What follows belongs to an exercise in optimizing a design on an open flow for small area; a production flow would make more cautious choices.
At most, simulation tests tie the RTL to the original design; equivalence was not proved.
Power and IR drop assume default switching activity.

red:
// reflet_cpu
module reflet_cpu #(
    parameter wordsize = 16,
    debug_output = 1
    )(
    input clk,
    input reset,
    input enable,
    input [wordsize-1:0] data_in,
    output reg [wordsize-1:0] addr,
    output reg [wordsize-1:0] data_out,
    output write_en,
    output reg quit,  
    output debug,
    input [3:0] interrupt_request,
    output [wordsize-1:0] debug_wr
    );
    integer i;  
    function [wordsize-1:0] inc(input [wordsize-1:0] a);
        integer b;
        reg c;
        begin
            c = 1;
            for (b=0; b<wordsize; b=b+1)
            begin
                inc[b] = a[b] ^ c;
                c = c & a[b];
            end
        end
    endfunction
    function [wordsize-1:0] step(input [wordsize-1:0] a, input down);
        integer b;
        reg c;
        begin
            c = 1;
            for (b=0; b<wordsize; b=b+1)
            begin
                step[b] = a[b] ^ c;
                c = c & (a[b] ^ down);
            end
        end
    endfunction
    wire en = enable & !quit;
    wire [wordsize-1:0] registers [15:0];  
    wire [wordsize-1:0] wr = registers[4'h0  ];
    wire [wordsize-1:0] sr = registers[4'hD  ];
    wire [wordsize-1:0] pc = registers[4'hE  ];
    wire [wordsize-1:0] sp = registers[4'hF  ];
    reg [7:0] instruction;
    wire [3:0] opperand = instruction[7:4];
    wire [1:0] arg = instruction[1:0];
    wire [wordsize-1:0] other_register = registers[instruction[3:0]];
    localparam [3:0] ph_a = 4'd0, ph_b = 4'd1, ph_c = 4'd2, ph_d = 4'd3,
                     ph_e = 4'd4, ph_g = 4'd5, ph_h = 4'd6,
                     ph_f = 4'd8, ph_f2 = 4'd9, ph_f3 = 4'd10, ph_f4 = 4'd11, ph_f5 = 4'd12;
    reg [3:0] phase;
    reg mem_done;  
    wire iok = phase[3];
    wire in_h = phase == ph_h;
    wire in_g = phase == ph_g;
    wire in_f = phase == ph_f;
    wire fetch = (phase == ph_d && mem_done) || phase == ph_e;
    wire i_pop  = instruction == 8'hE3;
    wire i_push = instruction == 8'hE4;
  ...
==> flow/config.mk <==
export PLATFORM = sky130hd
export DESIGN_NAME = reflet_cpu
export DESIGN_NICKNAME = reflet_cpu
export VERILOG_FILES = /design/flow/design.v
export SDC_FILE = /design/flow/constraint.sdc
export NUM_CORES = 4
export LEC_CHECK = 0
export CAP_MARGIN = 20
export CORE_MARGIN = 2
export CORE_UTILIZATION = 55
export SETUP_SLACK_MARGIN = 0.15
export SLEW_MARGIN = 20
==> flow/constraint.sdc <==
create_clock -name core_clock -period 8.0 [get_ports {clk}]
set_input_delay 1.6000 -clock core_clock [delete_from_list [all_inputs] [get_ports {clk}]]
set_output_delay 1.6000 -clock core_clock [all_outputs]
set_load 0.01 [all_outputs]
standard.sh (not shown) runs the stock make flow with config.mk's settings and CLKGATE_MAP_FILE= SYNTH_SCRIPT=/design/flow/synth_recipe.tcl, a recipe that flattens the netlist after the stock synthesis.
==> flow/flow/run.sh <==
#!/bin/bash
# The standard layout (standard.sh), changed in three ways:
#  - synthesis is synth_recipe.tcl unchanged except that ABC maps the logic
#    with flow/abc.script, an area-oriented script (registers are mapped
#    before ABC runs, so they are the standard synthesis's);
#  - ports are buffered with sky130_fd_sc_hd__buf_1;
#    placement removes the synthesis buffers as usual;
#  - the clock tree is built with CTS_ARGS below, without dummy loads.
# make's output goes to run.log; each ORFS step keeps its own log under
# orfs/logs/.
set -euo pipefail
cd "$(dirname "$0")/.."
W=$PWD
cat > flow_synth.tcl <<EOT
proc abc {args} {
  set i [lsearch \$args -script]
  if {\$i >= 0} { lset args [expr {\$i + 1}] $W/flow/abc.script }
  yosys abc {*}\$args
}
source $W/synth_recipe.tcl
EOT
sed "s#SYNTH_SCRIPT=[^ ]*#SYNTH_SCRIPT=$W/flow_synth.tcl#" standard.sh > flow_standard.sh
grep -q "SYNTH_SCRIPT=$W/flow_synth.tcl" flow_standard.sh
export BUFFER_PORTS_ARGS="-buffer_cell sky130_fd_sc_hd__buf_1"
export CTS_ARGS="-sink_clustering_enable -repair_clock_nets -dont_use_dummy_load -buf_list sky130_fd_sc_hd__clkbuf_4 -tree_buf sky130_fd_sc_hd__clkbuf_8 -root_buf sky130_fd_sc_hd__clkbuf_16 -sink_clustering_size 12 -sink_clustering_max_diameter 40"
bash flow_standard.sh > run.log 2>&1
==> flow/flow/abc.script <==
strash
dch
amap
topo
stime -c
Input-level comparison between blue and red:
diff --git a/flow/flow/run.sh b/flow/flow/run.sh
--- a/flow/flow/run.sh
+++ b/flow/flow/run.sh
@@ -23,4 +23,4 @@
 grep -q "SYNTH_SCRIPT=$W/flow_synth.tcl" flow_standard.sh
 export BUFFER_PORTS_ARGS="-buffer_cell sky130_fd_sc_hd__buf_1"
-export CTS_ARGS="-sink_clustering_enable -repair_clock_nets -dont_use_dummy_load -buf_list sky130_fd_sc_hd__clkbuf_4 -tree_buf sky130_fd_sc_hd__clkbuf_8 -root_buf sky130_fd_sc_hd__clkbuf_16 -sink_clustering_size 12 -sink_clustering_max_diameter 40"
+export CTS_ARGS="-sink_clustering_enable -repair_clock_nets -dont_use_dummy_load -buf_list sky130_fd_sc_hd__clkbuf_8 -sink_clustering_size 18 -sink_clustering_max_diameter 55"
 bash flow_standard.sh > run.log 2>&1
## What came out
Per the comparison of blue with red, total power essentially unchanged; final cycle utilization of the critical path increased 0.98 points; worst-margin pin slew increased 6.9 ps. Share of total power in combinational logic essentially unchanged between red and blue. Looking at blue and red, the cell area after layout is a wash.
Edits applied to the flow inputs when going from blue to green:
==> flow/flow/abc.script <==
strash
dch
amap
strash
dch
amap
topo
stime -c
--- outcome ---
Diff blue -> green: logic depth of the worst setup path including buffers went down by about 27%; share of synthesized area occupied by flip-flops and latches went up by 0.39 points; relative area change from synthesis to final layout was more or less identical.
Function was not checked in any run of this note: the RTL went through the layout flow alone.

========
reflet_cpu, a different RTL version from the one above (not shown whole).
Size: about 1,900 cells after synthesis, ~450 flip-flops, roughly 74 I/O pins.
export LEC_CHECK = 0
export CAP_MARGIN = 20
export CORE_MARGIN = 2
export CORE_UTILIZATION = 55
export SETUP_SLACK_MARGIN = 0.15
export SLEW_MARGIN = 20
create_clock -name core_clock -period 8.0 [get_ports {clk}]
==> flow/flow/run.sh <==
#!/bin/bash
# The standard layout (standard.sh), changed in three ways:
#  - synthesis is synth_recipe.tcl unchanged except that ABC maps the logic
#    with flow/abc.script, an area-oriented script (registers are mapped
#    before ABC runs, so they are the standard synthesis's);
#  - ports are buffered with sky130_fd_sc_hd__buf_1;
#    placement removes the synthesis buffers as usual;
#  - the clock tree is built with CTS_ARGS below, without dummy loads.
# make's output goes to run.log; each ORFS step keeps its own log under
# orfs/logs/.
set -euo pipefail
cd "$(dirname "$0")/.."
W=$PWD
cat > flow_synth.tcl <<EOT
proc abc {args} {
  set i [lsearch \$args -script]
  if {\$i >= 0} { lset args [expr {\$i + 1}] $W/flow/abc.script }
  yosys abc {*}\$args
}
source $W/synth_recipe.tcl
EOT
sed "s#SYNTH_SCRIPT=[^ ]*#SYNTH_SCRIPT=$W/flow_synth.tcl#" standard.sh > flow_standard.sh
grep -q "SYNTH_SCRIPT=$W/flow_synth.tcl" flow_standard.sh
export BUFFER_PORTS_ARGS="-buffer_cell sky130_fd_sc_hd__buf_1"
export CTS_ARGS="-sink_clustering_enable -repair_clock_nets -dont_use_dummy_load -buf_list sky130_fd_sc_hd__clkbuf_8 -sink_clustering_size 18 -sink_clustering_max_diameter 55"
bash flow_standard.sh > run.log 2>&1
==> flow/flow/abc.script <==
strash
dch
amap
strash
dch
amap
strash
dch
amap
strash
dch
amap
topo
stime -c
Next try:
PLACE_DENSITY = 0.68   (was not set)
Die area is unchanged.
Via count went down by about 0.37%.
Power stays flat.
Final cell count is about the same.
Hold slack improves by 0.0035 ns.
Global-route usage went up by 0.68 points.
Clock-buffer cell count stays the same.
Wire length went up by about 0.7%.
Next try:
==> flow/flow/abc.script (replaced) <==
strash
dch
amap
strash
dch
amap
topo
stime -c
PLACE_DENSITY = not set   (was 0.68)
Result: Routed wire length falls by a few percent. Hold slack gets worse by 0.014 ns. Via count stays flat. Fmax falls slightly. Sequential share of layout area falls by 0.18 points.

========
build 28:
Another version of the RTL of reflet_cpu (not shown whole).
Size: roughly 2300 cells after synthesis, ~450 flip-flops, about 74 I/O pins, ~23000 µm² of cells after synthesis.
Design reflet_cpu, start of the top module:
module reflet_cpu #(
    parameter wordsize = 16,
    debug_output = 1
    )(
    input clk,
    input reset,
    input enable,
    input [wordsize-1:0] data_in,
    output reg [wordsize-1:0] addr,
    output reg [wordsize-1:0] data_out,
    output write_en,
    output reg quit,  
    output debug,
    input [3:0] interrupt_request,
    output [wordsize-1:0] debug_wr
    );
    integer i;  
    function [wordsize-1:0] inc(input [wordsize-1:0] a);
        integer b;
        reg c;
        begin
            c = 1;
            for (b=0; b<wordsize; b=b+1)
            begin
                inc[b] = a[b] ^ c;
                c = c & a[b];
            end
        end
    endfunction
    function [wordsize-1:0] dec(input [wordsize-1:0] a);
        integer b;
        reg c;
        begin
            c = 1;
            for (b=0; b<wordsize; b=b+1)
            begin
                dec[b] = a[b] ^ c;
                c = c & !a[b];
            end
        end
    endfunction
    wire en = enable & !quit;
    wire [wordsize-1:0] registers [15:0];  
    wire [wordsize-1:0] wr = registers[4'h0  ];
    wire [wordsize-1:0] sr = registers[4'hD  ];
    wire [wordsize-1:0] pc = registers[4'hE  ];
    wire [wordsize-1:0] sp = registers[4'hF  ];
    reg [7:0] instruction;
    wire [3:0] opperand = instruction[7:4];
    wire [1:0] arg = instruction[1:0];
    wire [wordsize-1:0] other_register = registers[instruction[3:0]];
    localparam [3:0] ph_a = 4'd0, ph_b = 4'd1, ph_c = 4'd2, ph_d = 4'd3,
                     ph_e = 4'd4, ph_g = 4'd5, ph_h = 4'd6,
                     ph_f = 4'd8, ph_f2 = 4'd9, ph_f3 = 4'd10, ph_f4 = 4'd11, ph_f5 = 4'd12;
    reg [3:0] phase;
    reg mem_done;  
    wire iok = phase[3];
    wire in_h = phase == ph_h;
    wire in_g = phase == ph_g;
    wire in_f = phase == ph_f;
    wire fetch = (phase == ph_d && mem_done) || phase == ph_e;
    wire i_pop  = instruction == 8'hE3;
    wire i_push = instruction == 8'hE4;
    wire i_ret  = instruction == 8'hE2;
    wire i_call = instruction == 8'hE1;
  ...
Settings: LEC_CHECK=0, CAP_MARGIN=20, CORE_MARGIN=2, CORE_UTILIZATION=40, SETUP_SLACK_MARGIN=0.15, SLEW_MARGIN=20; clock period 8.0 ns.
==> flow/flow/run.sh <==
#!/bin/bash
# The standard layout (standard.sh), changed in three ways:
#  - synthesis is synth_recipe.tcl unchanged except that ABC maps the logic
#    with flow/abc.script, an area-oriented script (registers are mapped
#    before ABC runs, so they are the standard synthesis's);
#  - ports are buffered with sky130_fd_sc_hd__buf_1;
#    placement removes the synthesis buffers as usual;
#  - the clock tree is built with CTS_ARGS below, without dummy loads.
# make's output goes to run.log; each ORFS step keeps its own log under
# orfs/logs/.
set -euo pipefail
cd "$(dirname "$0")/.."
W=$PWD
cat > flow_synth.tcl <<EOT
proc abc {args} {
  set i [lsearch \$args -script]
  if {\$i >= 0} { lset args [expr {\$i + 1}] $W/flow/abc.script }
  yosys abc {*}\$args
}
source $W/synth_recipe.tcl
EOT
sed "s#SYNTH_SCRIPT=[^ ]*#SYNTH_SCRIPT=$W/flow_synth.tcl#" standard.sh > flow_standard.sh
grep -q "SYNTH_SCRIPT=$W/flow_synth.tcl" flow_standard.sh
export BUFFER_PORTS_ARGS="-buffer_cell sky130_fd_sc_hd__buf_1"
export CTS_ARGS="-sink_clustering_enable -repair_clock_nets -dont_use_dummy_load -buf_list sky130_fd_sc_hd__clkbuf_4"
bash flow_standard.sh > run.log 2>&1
==> flow/flow/abc.script <==
strash
dch
map -a
strash
dch
map -a
topo
stime -c
Build 28: full flow OK, the timing, DRC and antenna checks passed
Changes in build 36 relative to build 28:
- clearing SETUP_SLACK_MARGIN, which used to be 0.15
- putting GPL_TIMING_DRIVEN at 0 where nothing was set
==> flow/flow/run.sh <==
#!/bin/bash
set -euo pipefail
cd "$(dirname "$0")/.."
export REMOVE_ABC_BUFFERS=1
export BUFFER_PORTS_ARGS="-buffer_cell sky130_fd_sc_hd__buf_1"
export CTS_ARGS="-sink_clustering_enable -repair_clock_nets -dont_use_dummy_load"
bash standard.sh > run.log 2>&1
removed: flow/flow/abc.script
==> summary.txt <==
Build 36 reached the final stage; the timing, DRC and antenna checks on its layout passed. Against build 28, build 36 comes in about 20% lower on buffer count excluding the clock tree in the final layout. On build 36: delay of the slowest cell on the worst path is 0.19 ns higher than what build 28 gave. Measured against each other, build 28 and build 36 differ in number of multi-input logic gates, the higher figure coming from build 36. When build 36 is set beside build 28, its number of cells in the finished layout apart from fillers turns out to be 167 smaller.
diff inputs: build 36 => build 55
- SETUP_SLACK_MARGIN: unset -> 0.15
- GPL_TIMING_DRIVEN: 0 -> unset
==> flow/flow/run.sh <==
#!/bin/bash
# The standard layout (standard.sh), changed in three ways:
#  - synthesis is synth_recipe.tcl unchanged except that ABC maps the logic
#    with flow/abc.script, an area-oriented script (registers are mapped
#    before ABC runs, so they are the standard synthesis's);
#  - ports are buffered with sky130_fd_sc_hd__buf_1;
#    placement removes the synthesis buffers as usual;
#  - the clock tree is built with CTS_ARGS below, without dummy loads.
# make's output goes to run.log; each ORFS step keeps its own log under
# orfs/logs/.
set -euo pipefail
cd "$(dirname "$0")/.."
W=$PWD
cat > flow_synth.tcl <<EOT
proc abc {args} {
  set i [lsearch \$args -script]
  if {\$i >= 0} { lset args [expr {\$i + 1}] $W/flow/abc.script }
  yosys abc {*}\$args
}
source $W/synth_recipe.tcl
EOT
sed "s#SYNTH_SCRIPT=[^ ]*#SYNTH_SCRIPT=$W/flow_synth.tcl#" standard.sh > flow_standard.sh
grep -q "SYNTH_SCRIPT=$W/flow_synth.tcl" flow_standard.sh
export BUFFER_PORTS_ARGS="-buffer_cell sky130_fd_sc_hd__buf_1"
export CTS_ARGS="-sink_clustering_enable -repair_clock_nets -dont_use_dummy_load -buf_list sky130_fd_sc_hd__clkbuf_8"
bash flow_standard.sh > run.log 2>&1
==> flow/flow/abc.script (new file) <==
strash
dch
map -a
strash
dch
map -a
topo
stime -c
[summary]
Setup slack for build 55 is higher than for build 36. Build 55: post-synthesis instance total 18 below build 36. In build 55, the power share of the combinational group came out 3.1 points above the value in build 36. Taking build 36 as the reference, in build 55 total power went down by about 3.6%; routed metal-1 wire length shows an increase of about 0.9%; via count lower; number of global-route vias before repair went down. Sort build 36 and build 55 by share of synthesized cell area in and, or, nand and nor gates, ascending, and build 55 comes first.
--- input diff build 55..build 63 ---
- a deleted SETUP_SLACK_MARGIN that had been 0.15
==> flow/run.sh (new file) <==
#!/bin/bash
# synth_recipe.tcl (not shown) runs the flow's synth.tcl, then flattens the netlist and writes it again
# the make line also repeats each setting of config.mk as NAME=value (left out here)
make -C /OpenROAD-flow-scripts/flow DESIGN_CONFIG=/design/flow/config.mk WORK_HOME=/design/flow/orfs CLKGATE_MAP_FILE= SYNTH_SCRIPT=/design/flow/synth_recipe.tcl finish
removed: flow/flow/run.sh
removed: flow/flow/abc.script
removed: flow/standard.sh
Notes after the runs:
- In the metrics for build 63 and build 55, the one carrying the lower fraction of met2 tracks used by global routing is build 63.
- Build 63: final critical-path share of the clock period lower than build 55
- Summary of build 63 over build 55: number of enable-type register cells in the synthesized netlist saw little to no change, number of gates on the worst path with buffers counted saw a decrease, setup slack of the critical path after layout saw an increase, top fanout value on the critical path saw a decrease.
- On clock buffer count in the final layout: build 63 sits below build 55.

========
Another version of the RTL of reflet_cpu (not shown whole).
Size in the first run: ~2,000 cells after synthesis, ~450 flip-flops.
export LEC_CHECK = 0
export CAP_MARGIN = 20
export CORE_MARGIN = 2
export CORE_UTILIZATION = 55
export SETUP_SLACK_MARGIN = 0.15
export SLEW_MARGIN = 20
create_clock -name core_clock -period 8.0 [get_ports {clk}]
==> flow/flow/run.sh <==
#!/bin/bash
# The standard layout (standard.sh), changed in three ways:
#  - synthesis is synth_recipe.tcl unchanged except that ABC maps the logic
#    with flow/abc.script, an area-oriented script (registers are mapped
#    before ABC runs, so they are the standard synthesis's);
#  - ports are buffered with sky130_fd_sc_hd__buf_1;
#    placement removes the synthesis buffers as usual;
#  - the clock tree is built with CTS_ARGS below, without dummy loads.
# make's output goes to run.log; each ORFS step keeps its own log under
# orfs/logs/.
set -euo pipefail
cd "$(dirname "$0")/.."
W=$PWD
cat > flow_synth.tcl <<EOT
proc abc {args} {
  set i [lsearch \$args -script]
  if {\$i >= 0} { lset args [expr {\$i + 1}] $W/flow/abc.script }
  yosys abc {*}\$args
}
source $W/synth_recipe.tcl
EOT
sed "s#SYNTH_SCRIPT=[^ ]*#SYNTH_SCRIPT=$W/flow_synth.tcl#" standard.sh > flow_standard.sh
grep -q "SYNTH_SCRIPT=$W/flow_synth.tcl" flow_standard.sh
export BUFFER_PORTS_ARGS="-buffer_cell sky130_fd_sc_hd__buf_1"
export CTS_ARGS="-sink_clustering_enable -repair_clock_nets -dont_use_dummy_load -buf_list sky130_fd_sc_hd__clkbuf_4 -sink_clustering_size 12 -sink_clustering_max_diameter 40"
bash flow_standard.sh > run.log 2>&1
==> flow/flow/abc.script <==
strash
dch
amap
topo
stime -c
==> next run, changes <==
--- a/flow/flow/run.sh
+++ b/flow/flow/run.sh
@@ -23,4 +23,5 @@
 grep -q "SYNTH_SCRIPT=$W/flow_synth.tcl" flow_standard.sh
 export BUFFER_PORTS_ARGS="-buffer_cell sky130_fd_sc_hd__buf_1"
-export CTS_ARGS="-sink_clustering_enable -repair_clock_nets -dont_use_dummy_load -buf_list sky130_fd_sc_hd__clkbuf_4 -sink_clustering_size 12 -sink_clustering_max_diameter 40"
+export GPL_KEEP_OVERFLOW=0
+export CTS_ARGS="-sink_clustering_enable -repair_clock_nets -dont_use_dummy_load -buf_list sky130_fd_sc_hd__clkbuf_8 -sink_clustering_size 18 -sink_clustering_max_diameter 55"
 bash flow_standard.sh > run.log 2>&1
Outcome: Clock skew fell by 0.048 ns. Non-clock buffer count decreases by 42. Count of clock-buffer cells in the layout decreases by 19. Final cell count decreases by 2.2%. Die area stays the same. Fmax went down by 2.8%.
==> next run, changes <==
--- a/flow/flow/run.sh
+++ b/flow/flow/run.sh
@@ -23,5 +23,4 @@
 grep -q "SYNTH_SCRIPT=$W/flow_synth.tcl" flow_standard.sh
 export BUFFER_PORTS_ARGS="-buffer_cell sky130_fd_sc_hd__buf_1"
-export GPL_KEEP_OVERFLOW=0
 export CTS_ARGS="-sink_clustering_enable -repair_clock_nets -dont_use_dummy_load -buf_list sky130_fd_sc_hd__clkbuf_8 -sink_clustering_size 18 -sink_clustering_max_diameter 55"
 bash flow_standard.sh > run.log 2>&1
After rerunning:
- The new run passed the timing, DRC and antenna checks
- wire length falls by 1.5%
- hold slack improved by 0.0070 ns
- register-to-register slack is better by 0.22 ns
- cell area is lower by 1.2%
- power shrinks by 0.42%
==> next run, changes <==
--- a/flow/flow/run.sh
+++ b/flow/flow/run.sh
@@ -23,4 +23,4 @@
 grep -q "SYNTH_SCRIPT=$W/flow_synth.tcl" flow_standard.sh
 export BUFFER_PORTS_ARGS="-buffer_cell sky130_fd_sc_hd__buf_1"
-export CTS_ARGS="-sink_clustering_enable -repair_clock_nets -dont_use_dummy_load -buf_list sky130_fd_sc_hd__clkbuf_8 -sink_clustering_size 18 -sink_clustering_max_diameter 55"
+export CTS_ARGS="-sink_clustering_enable -repair_clock_nets -dont_use_dummy_load -buf_list sky130_fd_sc_hd__clkbuf_16 -sink_clustering_size 30 -sink_clustering_max_diameter 80"
 bash flow_standard.sh > run.log 2>&1
==> flow/flow/abc.script (replaced) <==
strash
dch
map -a
strash
dch
map -a
strash
dch
map -a
topo
stime -c
--- a/flow/config.mk
+++ b/flow/config.mk
@@ -8,5 +8,5 @@
 export CAP_MARGIN = 20
 export CORE_MARGIN = 2
-export CORE_UTILIZATION = 55
+export CORE_UTILIZATION = 40
 export SETUP_SLACK_MARGIN = 0.15
 export SLEW_MARGIN = 20
Critical path depth came out higher by 9.
First-iteration DRC count went down by 7.5%.
Die area grows by 39%.
Via count went up by 1.9%.
==> next run, changes <==
--- a/flow/flow/run.sh
+++ b/flow/flow/run.sh
@@ -23,4 +23,4 @@
 grep -q "SYNTH_SCRIPT=$W/flow_synth.tcl" flow_standard.sh
 export BUFFER_PORTS_ARGS="-buffer_cell sky130_fd_sc_hd__buf_1"
-export CTS_ARGS="-sink_clustering_enable -repair_clock_nets -dont_use_dummy_load -buf_list sky130_fd_sc_hd__clkbuf_16 -sink_clustering_size 30 -sink_clustering_max_diameter 80"
+export CTS_ARGS="-sink_clustering_enable -repair_clock_nets -dont_use_dummy_load -buf_list sky130_fd_sc_hd__clkbuf_8 -sink_clustering_size 18 -sink_clustering_max_diameter 55"
 bash flow_standard.sh > run.log 2>&1
==> flow/flow/abc.script (replaced) <==
strash
dch
amap
topo
stime -c
--- a/flow/config.mk
+++ b/flow/config.mk
@@ -8,5 +8,6 @@
 export CAP_MARGIN = 20
 export CORE_MARGIN = 2
-export CORE_UTILIZATION = 40
+export CORE_UTILIZATION = 55
+export GPL_TIMING_DRIVEN = 0
 export SETUP_SLACK_MARGIN = 0.15
 export SLEW_MARGIN = 20
Die area shrinks by 28%.
Register-to-register slack loses 0.46 ns.
Area after synthesis shrinks by 1.5%.
Clock power shrinks by about 10%.
Total power shrinks by 11%.
Combinational power shrinks by 32%.
Worst setup slack loses 0.46 ns.

separate check: timing with driven ports:
How much do the figures lean on ideal ports? The routed layouts below were timed once more, with nothing changed but the port constraints.
Step 1 (the two cells are an assumption about what drives the block):
set clk [get_ports {clk}]
set_driving_cell -lib_cell sky130_fd_sc_hd__clkbuf_16 $clk
set_driving_cell -lib_cell sky130_fd_sc_hd__buf_2 [delete_from_list [all_inputs] $clk]
Step 2 also shifts input and output timing later by t, the mid clock arrival at the registers, as if the neighbouring blocks saw the same clock.
Slacks: no drivers / after step 1 / after step 2; pairs: no drivers / after step 1.
run	shift t [ns]	setup slack, ns	worst setup path after step 2
red	0.614	0.643 / 0.643 / 0.643	register to register
blue	0.671	0.565 / 0.565 / 0.565	register to register
green	0.680	0.683 / 0.683 / 0.683	register to register
the first run of note 2	0.683	0.436 / 0.436 / 0.436	register to register
the second run of note 2	0.658	0.719 / 0.719 / 0.719	register to register
the third run of note 2	0.680	0.683 / 0.683 / 0.683	register to register
build 28	0.916	0.760 / 0.760 / 0.760	register to register
build 36	0.635	0.204 / 0.204 / 0.204	register to register
build 55	0.733	0.819 / 0.819 / 0.819	register to register
build 63	0.673	1.249 / 1.249 / 1.249	register to register
the first run of note 4	0.887	0.563 / 0.563 / 0.563	register to register
the second run of note 4	0.675	0.349 / 0.349 / 0.349	register to register
the third run of note 4	0.690	0.564 / 0.564 / 0.564	register to register
the fourth run of note 4	0.628	0.868 / 0.868 / 0.868	register to register
the fifth run of note 4	0.685	0.411 / 0.411 / 0.411	register to register
After both steps setup and hold are still met in every run listed.
